Background: an optimization exercise with open tools, aiming at small area. Do not read the settings as production practice.
Function was checked by simulation only, so behaviour that the tests miss may differ from the original.
The flow treats the clock pin as an ideal source, which a real chip does not have.
Power is estimated from default activity; no workload was simulated.

==> flow/design.v (excerpt) <==
module stopwatchController(seg, an, clk, dp, start, stop, up, reset, lap, set, rst);
    output [0:6] seg;
    output [3:0] an;
    output [0:0] dp;
    input clk;
    input start;
    input stop;
    input up;
    input reset;
    input lap;
    input set;
    input rst;
    reg running, flashing, started, countDirection, resetState, lapState, setState;
    reg rstd;            
    reg tickRise;
    reg [10:0] q;        
    reg [2:0] r;         
    wire [3:0] A, B, C, D;
    reg [3:0] lapA, lapC, lapD;
    reg [2:0] lapB;
    wire zero = (A == 4'd3) & (B == 4'd1) & (C == 4'd3) & (D == 4'd3);
    wire run0   = stop ? 1'b0 : (start ? 1'b1 : running);
    wire flash0 = (start | stop) ? 1'b0 : flashing;
    wire lap0   = start ? 1'b0 : lapState;
    wire n_countDirection = run0 ? countDirection : up;
    wire n_resetState = run0 ? resetState : reset;
    wire started0 = reset ? 1'b0 : started;
    wire stopz = zero & started0 & ~setState;
    wire n_running = stopz ? 1'b0 : run0;
    wire n_flashing = ~zero ? 1'b0 : (stopz ? 1'b1 : flash0);
    wire n_started = ~zero | (started0 & setState);
    wire n_lapState = lap | (lap0 & ~n_resetState);
    wire n_setState = n_running ? setState : set;
    wire r4 = r[2] & ~r[0];
    wire qen = n_setState | r4;
    wire [11:0] qc;
    assign qc[0] = qen;
    genvar i;
    generate
        for (i = 0; i < 11; i = i + 1)
        begin : qcarry
            assign qc[i + 1] = qc[i] & q[i];
        end
    endgenerate
    wire [10:0] qinc = q ^ qc[10:0];
    wire wrap = qc[10];
    wire [2:0] rinc = {r[1] & r[0], r[0], ~r[2]};
    always @(posedge clk)
    begin
        if (rst)
        begin
            running <= 1'b0;
            flashing <= 1'b0;
            started <= 1'b0;
            countDirection <= 1'b1;
            resetState <= 1'b0;
            lapState <= 1'b0;
            setState <= 1'b0;
            tickRise <= 1'b0;
            q <= 11'd24;
            r <= 3'b000;
        end
        else
        begin
            running <= n_running;
            flashing <= n_flashing;
            started <= n_started;
  ...
Settings: LEC_CHECK=0, CAP_MARGIN=20, CORE_MARGIN=2, CORE_UTILIZATION=60, SLEW_MARGIN=20; clock period 10.0 ns.
standard.sh (not shown) runs the stock make flow with config.mk's settings and CLKGATE_MAP_FILE= SYNTH_SCRIPT=/design/flow/synth_recipe.tcl, a recipe that flattens the netlist after the stock synthesis.
==> flow/flow/run.sh <==
#!/bin/bash
# Layout flow: the standard ORFS flow (standard.sh) with these changes:
#  - synthesis maps the logic with an area-oriented ABC script (flow/area.abc)
#    in place of ORFS's delay-oriented one, and leaves adders to ABC rather
#    than to half-adder cells (ADDER_MAP_FILE empty); everything else in
#    synthesis, including the registers, is the standard synthesis
#    (synth_recipe.tcl);
#  - the port buffers are the smallest buffer cell;
#  - clock tree synthesis inserts no dummy loads, and afterwards each clock
#    buffer is swapped for a smaller one where the flip-flop clock pins keep
#    a low slew (flow/clkdown.tcl).
# Each tool's output goes to the ORFS logs under orfs/logs and make.log.
set -euo pipefail
here=$(pwd)
source flow/knobs.sh
# synthesis script: replace the ABC script, then the standard flow's own synthesis
{
  echo "proc abc {args} {"
  echo "  set i [lsearch -exact \$args -script]"
  echo "  if {\$i >= 0} { lset args [expr {\$i + 1}] {$here/flow/area.abc} }"
  echo "  yosys abc {*}\$args"
  echo "}"
  cat synth_recipe.tcl
} > flow_synth.tcl
bash standard.sh SYNTH_SCRIPT="$here/flow_synth.tcl" \
  BUFFER_PORTS_ARGS="$PORTBUF" \
  CTS_ARGS="$CTSARGS" \
  POST_CTS_TCL="$here/flow/clkdown.tcl" \
  $EXTRA finish > make.log 2>&1
==> flow/flow/area.abc <==
&get -n
&st
&dch -f
&nf -R 1000 -p -F 8 -A 8
&put
==> flow/flow/clkdown.tcl <==
# After clock tree synthesis: give each clock buffer the smallest clkbuf
# cell that keeps every flip-flop clock pin's slew (placement estimate) at
# or below clkdown_limit ns; a buffer keeps its cell when none does.
set clkdown_limit 0.105
set clkdown_sizes {sky130_fd_sc_hd__clkbuf_1 sky130_fd_sc_hd__clkbuf_2 sky130_fd_sc_hd__clkbuf_4}
proc clkdown_worst {} {
  set w 0.0
  foreach p [get_pins -hierarchical */CLK] {
    set s [get_property $p slew_max]
    if {$s > $w} { set w $s }
  }
  return $w
}
estimate_parasitics -placement
puts "clkdown: worst clock pin slew before [clkdown_worst]"
set order {}
foreach inst [get_cells *] {
  set ref [get_property $inst ref_name]
  if {[string match sky130_fd_sc_hd__clkbuf_* $ref]} {
    set out [get_pins -of_objects $inst -filter "direction == output"]
    lappend order [list [llength [get_pins -of_objects [get_nets -of_objects $out]]] $inst]
  }
}
# leaves (many sinks) first, the root last
foreach item [lsort -integer -decreasing -index 0 $order] {
  set inst [lindex $item 1]
  set ref [get_property $inst ref_name]
  set done 0
  foreach size $clkdown_sizes {
    if {$size eq $ref} { break }
    replace_cell $inst $size
    estimate_parasitics -placement
    set w [clkdown_worst]
    if {$w <= $clkdown_limit} {
      puts "clkdown: [get_full_name $inst] $ref -> $size ($w)"
      set done 1
      break
    }
  }
  if {!$done} {
    replace_cell $inst $ref
    estimate_parasitics -placement
    puts "clkdown: keep [get_full_name $inst] $ref"
  }
}
puts "clkdown: worst clock pin slew after [clkdown_worst]"
Other scripts of this flow, unchanged in this note and not shown: flow/flow/knobs.sh
The baseline produced a clean layout.
Change:
--- a/flow/config.mk
+++ b/flow/config.mk
@@ -10 +10 @@
-export CORE_UTILIZATION = 60
+export CORE_UTILIZATION = 75
Effect: The changed run finished with timing, DRC and antenna clean. Clock power stays flat. Via count climbs by 4.2%. Clock skew is higher by 0.0069 ns. Area after synthesis does not change. Core utilization came out higher by 14 points. Routed wire length grows by 6.6%. Worst setup slack loses 0.025 ns. Register-to-register slack stays flat. Synthesized cell count is unchanged. Combinational power is higher by about 1%.
Change:
==> flow/flow/area.abc (replaced) <==
strash
balance -l
resub -K 6 -l
rewrite -l
resub -K 6 -N 2 -l
refactor -l
resub -K 8 -l
balance -l
resub -K 8 -N 2 -l
rewrite -l
resub -K 10 -l
rewrite -z -l
resub -K 10 -N 2 -l
balance -l
resub -K 12 -l
refactor -z -l
resub -K 12 -N 2 -l
rewrite -z -l
balance -l
balance -l
resub -K 6 -l
rewrite -l
resub -K 6 -N 2 -l
refactor -l
resub -K 8 -l
balance -l
resub -K 8 -N 2 -l
rewrite -l
resub -K 10 -l
rewrite -z -l
resub -K 10 -N 2 -l
balance -l
resub -K 12 -l
refactor -z -l
resub -K 12 -N 2 -l
rewrite -z -l
balance -l
&get -n
&dch -f
&nf -R 1000 -p -F 8 -A 8 -E 10
&put
--- a/flow/config.mk
+++ b/flow/config.mk
@@ -10 +10 @@
-export CORE_UTILIZATION = 75
+export CORE_UTILIZATION = 60
Result: The new run passed the timing, design-rule and antenna checks; global-route usage falls by 5.3 points; area after synthesis falls by 1.9%; synthesized cell count falls by 1.3%.
Change:
==> flow/flow/area.abc (replaced) <==
&get -n
&st
&dch -f
&nf -R 1000 -p -F 8 -A 8
&put
==> flow/flow/clkdown.tcl (replaced) <==
# After clock tree synthesis: swap each clock buffer for the smaller
# clkbuf_4 where the flip-flop clock pins keep a slew (placement estimate)
# at or below clkdown_limit ns; otherwise keep the original cell.
set clkdown_limit 0.105
proc clkdown_worst {} {
  set w 0.0
  foreach p [get_pins -hierarchical */CLK] {
    set s [get_property $p slew_max]
    if {$s > $w} { set w $s }
  }
  return $w
}
estimate_parasitics -placement
puts "clkdown: worst clock pin slew before [clkdown_worst]"
set bufs {}
foreach inst [get_cells *] {
  set ref [get_property $inst ref_name]
  if {[string match sky130_fd_sc_hd__clkbuf_* $ref] && $ref ne "sky130_fd_sc_hd__clkbuf_4"} {
    lappend bufs $inst
  }
}
# leaves (many sinks) first, the root last
set order {}
foreach inst $bufs { lappend order [list [llength [get_pins -of_objects [get_nets -of_objects [get_pins -of_objects $inst -filter "direction == output"]]]] $inst] }
foreach item [lsort -integer -decreasing -index 0 $order] {
  set inst [lindex $item 1]
  set ref [get_property $inst ref_name]
  replace_cell $inst sky130_fd_sc_hd__clkbuf_4
  estimate_parasitics -placement
  set w [clkdown_worst]
  if {$w > $clkdown_limit} {
    replace_cell $inst $ref
    estimate_parasitics -placement
    puts "clkdown: keep [get_full_name $inst] $ref ($w)"
  } else {
    puts "clkdown: [get_full_name $inst] $ref -> clkbuf_4 ($w)"
  }
}
puts "clkdown: worst clock pin slew after [clkdown_worst]"
What happened: Area after synthesis rose by 1.9%. Core utilization rose by 0.82 points. Setup slack gets better by 0.24 ns.

-- port drivers added, routing unchanged --
How much do the figures lean on ideal ports? The routed layouts below were timed once more, with nothing changed but the port constraints. Step 1: set_driving_cell puts a clkbuf_16 on clk and a buf_2 on each other input, an assumption about the parent block. Step 2 also shifts input and output timing later by t, the mid clock arrival at the registers, as if the neighbouring blocks saw the same clock. a / b / c = ideal / step 1 / step 2; a / b = the first two.
run | t, ns | slack for setup (ns) | worst setup path after step 2 | worst register clock-pin slew, ns | worst data-port slew with drivers (ns)
the first run | 0.474 | 5.169 / 5.175 / 4.701 | input to register | 0.10 / 0.10 | 0.04
the second run | 0.492 | 5.144 / 5.146 / 4.654 | input to register | 0.10 / 0.10 | 0.04
the third run | 0.473 | 4.860 / 4.833 / 5.138 | input to register | 0.10 / 0.10 | 0.03
the fourth run | 0.409 | 5.103 / 5.109 / 4.700 | input to register | 0.10 / 0.10 | 0.04
After both steps every run listed still meets setup and hold. For the second run, which loses most, drivers alone change the setup slack by +0.002 ns; drivers and shift together by -0.490 ns.
